What follows belongs to an exercise in optimizing a design on an open flow for small area and a short achievable clock period; a production flow would make more cautious choices.
Only simulation tests tie the RTL to the original design; equivalence was not proved.
Power figures rest on the tool's default switching activity, not on a simulated workload.

== job 101 ==
// neurona_capa_1
module neurona_capa_1(
    weight_0, weight_1, weight_2, weight_3, weight_4, weight_5, weight_6, weight_7, weight_8, weight_9, weight_10, weight_11, weight_12, weight_13, weight_14, weight_15, weight_16, weight_17, weight_18, weight_19, weight_20, weight_21, weight_22, weight_23, weight_24, weight_25, weight_26, weight_27, weight_28, weight_29, weight_30, weight_31, weight_32, weight_33, weight_34, weight_35, weight_36, weight_37, weight_38, weight_39, weight_40, weight_41, weight_42, weight_43, weight_44, weight_45, weight_46, weight_47, weight_48,
    pixel_0, pixel_1, pixel_2, pixel_3, pixel_4, pixel_5, pixel_6, pixel_7, pixel_8, pixel_9, pixel_10, pixel_11, pixel_12, pixel_13, pixel_14, pixel_15, pixel_16, pixel_17, pixel_18, pixel_19, pixel_20, pixel_21, pixel_22, pixel_23, pixel_24, pixel_25, pixel_26, pixel_27, pixel_28, pixel_29, pixel_30, pixel_31, pixel_32, pixel_33, pixel_34, pixel_35, pixel_36, pixel_37, pixel_38, pixel_39, pixel_40, pixel_41, pixel_42, pixel_43, pixel_44, pixel_45, pixel_46, pixel_47, pixel_48,
    clk, out
);
==> flow/config.mk <==
export PLATFORM = sky130hd
export DESIGN_NAME = neurona_capa_1
export DESIGN_NICKNAME = neurona_capa_1
export VERILOG_FILES = /design/flow/design.v
export SDC_FILE = /design/flow/constraint.sdc
export NUM_CORES = 4
export LEC_CHECK = 0
export CAP_MARGIN = 20
export CORE_MARGIN = 2
export CORE_UTILIZATION = 41
export CTS_BUF_LIST = sky130_fd_sc_hd__clkbuf_4 sky130_fd_sc_hd__clkbuf_8
export SLEW_MARGIN = 20
export SYNTH_HIERARCHICAL = 1
export SYNTH_MINIMUM_KEEP_SIZE = 0
==> flow/constraint.sdc <==
create_clock -name core_clock -period 8.0 [get_ports {clk}]
set_input_delay 1.6000 -clock core_clock [delete_from_list [all_inputs] [get_ports {clk}]]
set_output_delay 1.6000 -clock core_clock [all_outputs]
set_load 0.01 [all_outputs]
standard.sh (not shown) runs the stock make flow with config.mk's settings and CLKGATE_MAP_FILE= SYNTH_SCRIPT=/design/flow/synth_recipe.tcl, a recipe that flattens the netlist after the stock synthesis.
==> flow/flow/run.sh <==
#!/bin/bash
# Own layout flow: the standard flow (standard.sh, unchanged synthesis),
# with two changes: the port buffers buffer_ports inserts are buf_1 cells
# (timing repair resizes them where needed), and the setup repair margin is
# 0 ns for the pre-placement repair in floorplan and 4.7 ns for the
# repairs after clock-tree synthesis and global routing, so that gates are
# upsized from placed timing rather than from the wire-less estimate.
set -euo pipefail
export BUFFER_PORTS_ARGS="-buffer_cell sky130_fd_sc_hd__buf_1"
SETUP_SLACK_MARGIN=0 bash standard.sh synth floorplan > standard_floorplan.log 2>&1
SETUP_SLACK_MARGIN=4.7 bash standard.sh > standard.log 2>&1
The flow did not stop early for job 101: all stages ran, and the layout cleared the timing, design-rule and antenna checks.
Setup changes, job 101 to job 103
==> flow/flow/run.sh <==
#!/bin/bash
# Own layout flow: the standard flow (standard.sh, unchanged synthesis),
# except that the port buffers buffer_ports inserts are buf_1 cells rather
# than the default it picks; timing repair resizes them where needed.
set -euo pipefail
export BUFFER_PORTS_ARGS="-buffer_cell sky130_fd_sc_hd__buf_1"
bash standard.sh > standard.log 2>&1
diff --git a/flow/config.mk b/flow/config.mk
--- a/flow/config.mk
+++ b/flow/config.mk
@@ -10,4 +10,5 @@
 export CORE_UTILIZATION = 41
 export CTS_BUF_LIST = sky130_fd_sc_hd__clkbuf_4 sky130_fd_sc_hd__clkbuf_8
+export SETUP_SLACK_MARGIN = 4.7
 export SLEW_MARGIN = 20
 export SYNTH_HIERARCHICAL = 1
[summary]
Comparing job 103 and job 101, via density per instance is higher on job 103.
Job 103 has worst setup slack below what job 101 had.
Highest metal layer used by the detailed router: met4 -> job 103, met5 -> job 101
Diff job 103 and job 101: global-route usage over all layers higher in job 101

========
## lane 1
Another version of the RTL of neurona_capa_1 (not shown whole).
Size: roughly 990 cells after synthesis, about 110 flip-flops, roughly 450 I/O pins, about 0.011 mm² of cells after synthesis.
## neurona_capa_1
module neurona_capa_1(
    weight_0, weight_1, weight_2, weight_3, weight_4, weight_5, weight_6, weight_7, weight_8, weight_9, weight_10, weight_11, weight_12, weight_13, weight_14, weight_15, weight_16, weight_17, weight_18, weight_19, weight_20, weight_21, weight_22, weight_23, weight_24, weight_25, weight_26, weight_27, weight_28, weight_29, weight_30, weight_31, weight_32, weight_33, weight_34, weight_35, weight_36, weight_37, weight_38, weight_39, weight_40, weight_41, weight_42, weight_43, weight_44, weight_45, weight_46, weight_47, weight_48,
    pixel_0, pixel_1, pixel_2, pixel_3, pixel_4, pixel_5, pixel_6, pixel_7, pixel_8, pixel_9, pixel_10, pixel_11, pixel_12, pixel_13, pixel_14, pixel_15, pixel_16, pixel_17, pixel_18, pixel_19, pixel_20, pixel_21, pixel_22, pixel_23, pixel_24, pixel_25, pixel_26, pixel_27, pixel_28, pixel_29, pixel_30, pixel_31, pixel_32, pixel_33, pixel_34, pixel_35, pixel_36, pixel_37, pixel_38, pixel_39, pixel_40, pixel_41, pixel_42, pixel_43, pixel_44, pixel_45, pixel_46, pixel_47, pixel_48,
    clk, out
);
Settings: LEC_CHECK=0, CAP_MARGIN=20, CORE_MARGIN=2, CORE_UTILIZATION=40, CTS_BUF_LIST=sky130_fd_sc_hd__clkbuf_4 sky130_fd_sc_hd__clkbuf_8, SETUP_SLACK_MARGIN=4.7, SLEW_MARGIN=20, SYNTH_HIERARCHICAL=1, SYNTH_MINIMUM_KEEP_SIZE=0; clock period 8.0 ns.
==> flow/flow/run.sh <==
#!/bin/bash
# Own layout flow: the standard flow (standard.sh, unchanged synthesis),
# except that the port buffers buffer_ports inserts are buf_1 cells rather
# than the default it picks; timing repair resizes them where needed.
set -euo pipefail
export BUFFER_PORTS_ARGS="-buffer_cell sky130_fd_sc_hd__buf_1"
bash standard.sh > standard.log 2>&1
### lane 1 -> lane 2
==> flow/flow/run.sh <==
#!/bin/bash
# Own layout flow: the standard flow (standard.sh, unchanged synthesis),
# except that the port buffers buffer_ports inserts are buf_1 cells rather
# than the default it picks, and power recovery (downsizing gates off the
# critical paths) runs after global routing.
set -euo pipefail
export BUFFER_PORTS_ARGS="-buffer_cell sky130_fd_sc_hd__buf_1"
export RECOVER_POWER=100
bash standard.sh > standard.log 2>&1
Findings:
From lane 1 to lane 2 the numbers moved as follows: share of the clock period used by the worst path after layout climbed 5.7 points; non-clock buffer total of the final layout comparable; number of remaining DRC errors about even; area used by multi-input combinational logic shrank by 0.72%.
Higher area of all placed cells without fillers goes to lane 1 over lane 2.
In the flow results for lane 2 and lane 1, the part of the power in combinational logic is smaller on lane 2.
The switching fraction of total power reported for lane 2 is greater than that of lane 1 by 1.4 points.
Compared with lane 1, in lane 2 power lower; utilization lower.
Lane 2 and lane 1 ended up with nearly the same share of cell area taken by multi-input logic gates.
Relative to lane 2, the following input files were edited for lane 3:
Settings: CTS_BUF_LIST no longer set, was sky130_fd_sc_hd__clkbuf_4 sky130_fd_sc_hd__clkbuf_8; SETUP_SLACK_MARGIN now 4.5, was 4.7.
==> flow/run.sh (new file) <==
#!/bin/bash
# synth_recipe.tcl (not shown) runs the flow's synth.tcl, then flattens the netlist and writes it again
# the make line also repeats each setting of config.mk as NAME=value (left out here)
make -C /OpenROAD-flow-scripts/flow DESIGN_CONFIG=/design/flow/config.mk WORK_HOME=/design/flow/orfs CLKGATE_MAP_FILE= SYNTH_SCRIPT=/design/flow/synth_recipe.tcl finish
removed: flow/flow/run.sh
removed: flow/standard.sh
## What came out
First-iteration DRC count was higher in the run labelled lane 3. Combinational power, lane 2 and lane 3: smaller value in lane 2. From lane 2 to lane 3, count of inserted tapcells did not move at all. The first-pass GRT wire length reported for lane 3 is greater than that of lane 2 by about 10%. Going from lane 2 to lane 3, the total chip power was found to have gone up by 6.5%. Re met3 layer usage reported by global route: lane 3 is 1.2 points up on lane 2. Routed wire in lane 3 totals more than in lane 2. Compared with lane 2, placement density in the core of lane 3 is higher. Compared with lane 2, lane 3 supports a higher clock frequency.
Here is what was changed in the inputs of lane 4 compared with lane 3.
Settings: SETUP_SLACK_MARGIN changed from 4.5 to 4.7.
==> flow/flow/run.sh (new file) <==
#!/bin/bash
# Own layout flow: the standard flow (standard.sh, unchanged synthesis),
# except that the port buffers buffer_ports inserts are buf_1 cells rather
# than the default it picks; timing repair resizes them where needed.
set -euo pipefail
export BUFFER_PORTS_ARGS="-buffer_cell sky130_fd_sc_hd__buf_1"
bash standard.sh > standard.log 2>&1
==> flow/standard.sh (new file) <==
#!/bin/bash
# synth_recipe.tcl (not shown) runs the flow's synth.tcl, then flattens the netlist and writes it again
# the make line also repeats each setting of config.mk as NAME=value (left out here)
make -C /OpenROAD-flow-scripts/flow DESIGN_CONFIG=/design/flow/config.mk WORK_HOME=/design/flow/orfs CLKGATE_MAP_FILE= SYNTH_SCRIPT=/design/flow/synth_recipe.tcl "${@:-finish}"
removed: flow/run.sh
### Flow results
Every run (lane 4 and lane 3) finished clean.
Lane 4 vs lane 3: number of gates resized after cts down in lane 4
Lane 4: global-route usage 3.0 points below lane 3
Sort lane 4 and lane 3 by detail-routed via count per cell, descending, and lane 3 comes first.
Lane 4 reports its worst setup path startpoint as pixel_47 while lane 3 reports weight_44[5].
Delta(area added between synthesis and finish, lane 4 - lane 3) < 0
The register area of lane 3 and that of lane 4 are within noise of each other.
Comparing the two runs side by side, lane 4 comes out ahead of lane 3 on highest clock rate.

-- port drivers added, routing unchanged --
Ports are ideal in the flow. The routed layouts listed here were re-timed in OpenROAD. Step 1 sets driving cells, clkbuf_16 on the clock port and buf_2 on the other inputs (assumed; they add their load-dependent delay and slew). Step 2, shift: input delay + t, output delay - t, t = (earliest + latest rising clock arrival at the registers) / 2. This alone moves slack from input paths to output paths. Slacks: no drivers / after step 1 / after step 2; pairs: no drivers / after step 1.
run	t (ns)	setup slack, ns	hold WS [ns]	worst register clock-pin slew, ns
job 101	0.410	4.737 / 4.752 / 4.342	0.528 / 0.528 / 0.528	0.11 / 0.11
job 103	0.408	4.692 / 4.704 / 4.296	0.503 / 0.503 / 0.503	0.10 / 0.10
lane 1	0.408	4.695 / 4.707 / 4.299	0.524 / 0.524 / 0.524	0.10 / 0.10
lane 2	0.410	4.242 / 4.226 / 3.816	0.524 / 0.524 / 0.524	0.10 / 0.10
lane 3	0.391	4.491 / 4.473 / 4.082	0.504 / 0.504 / 0.504	0.08 / 0.08
lane 4	0.382	4.702 / 4.718 / 4.336	0.520 / 0.520 / 0.520	0.07 / 0.07
After both steps every run listed still meets setup and hold. The setup slack of lane 2, which loses most, moves by -0.016 ns with the drivers and by -0.426 ns with both steps.
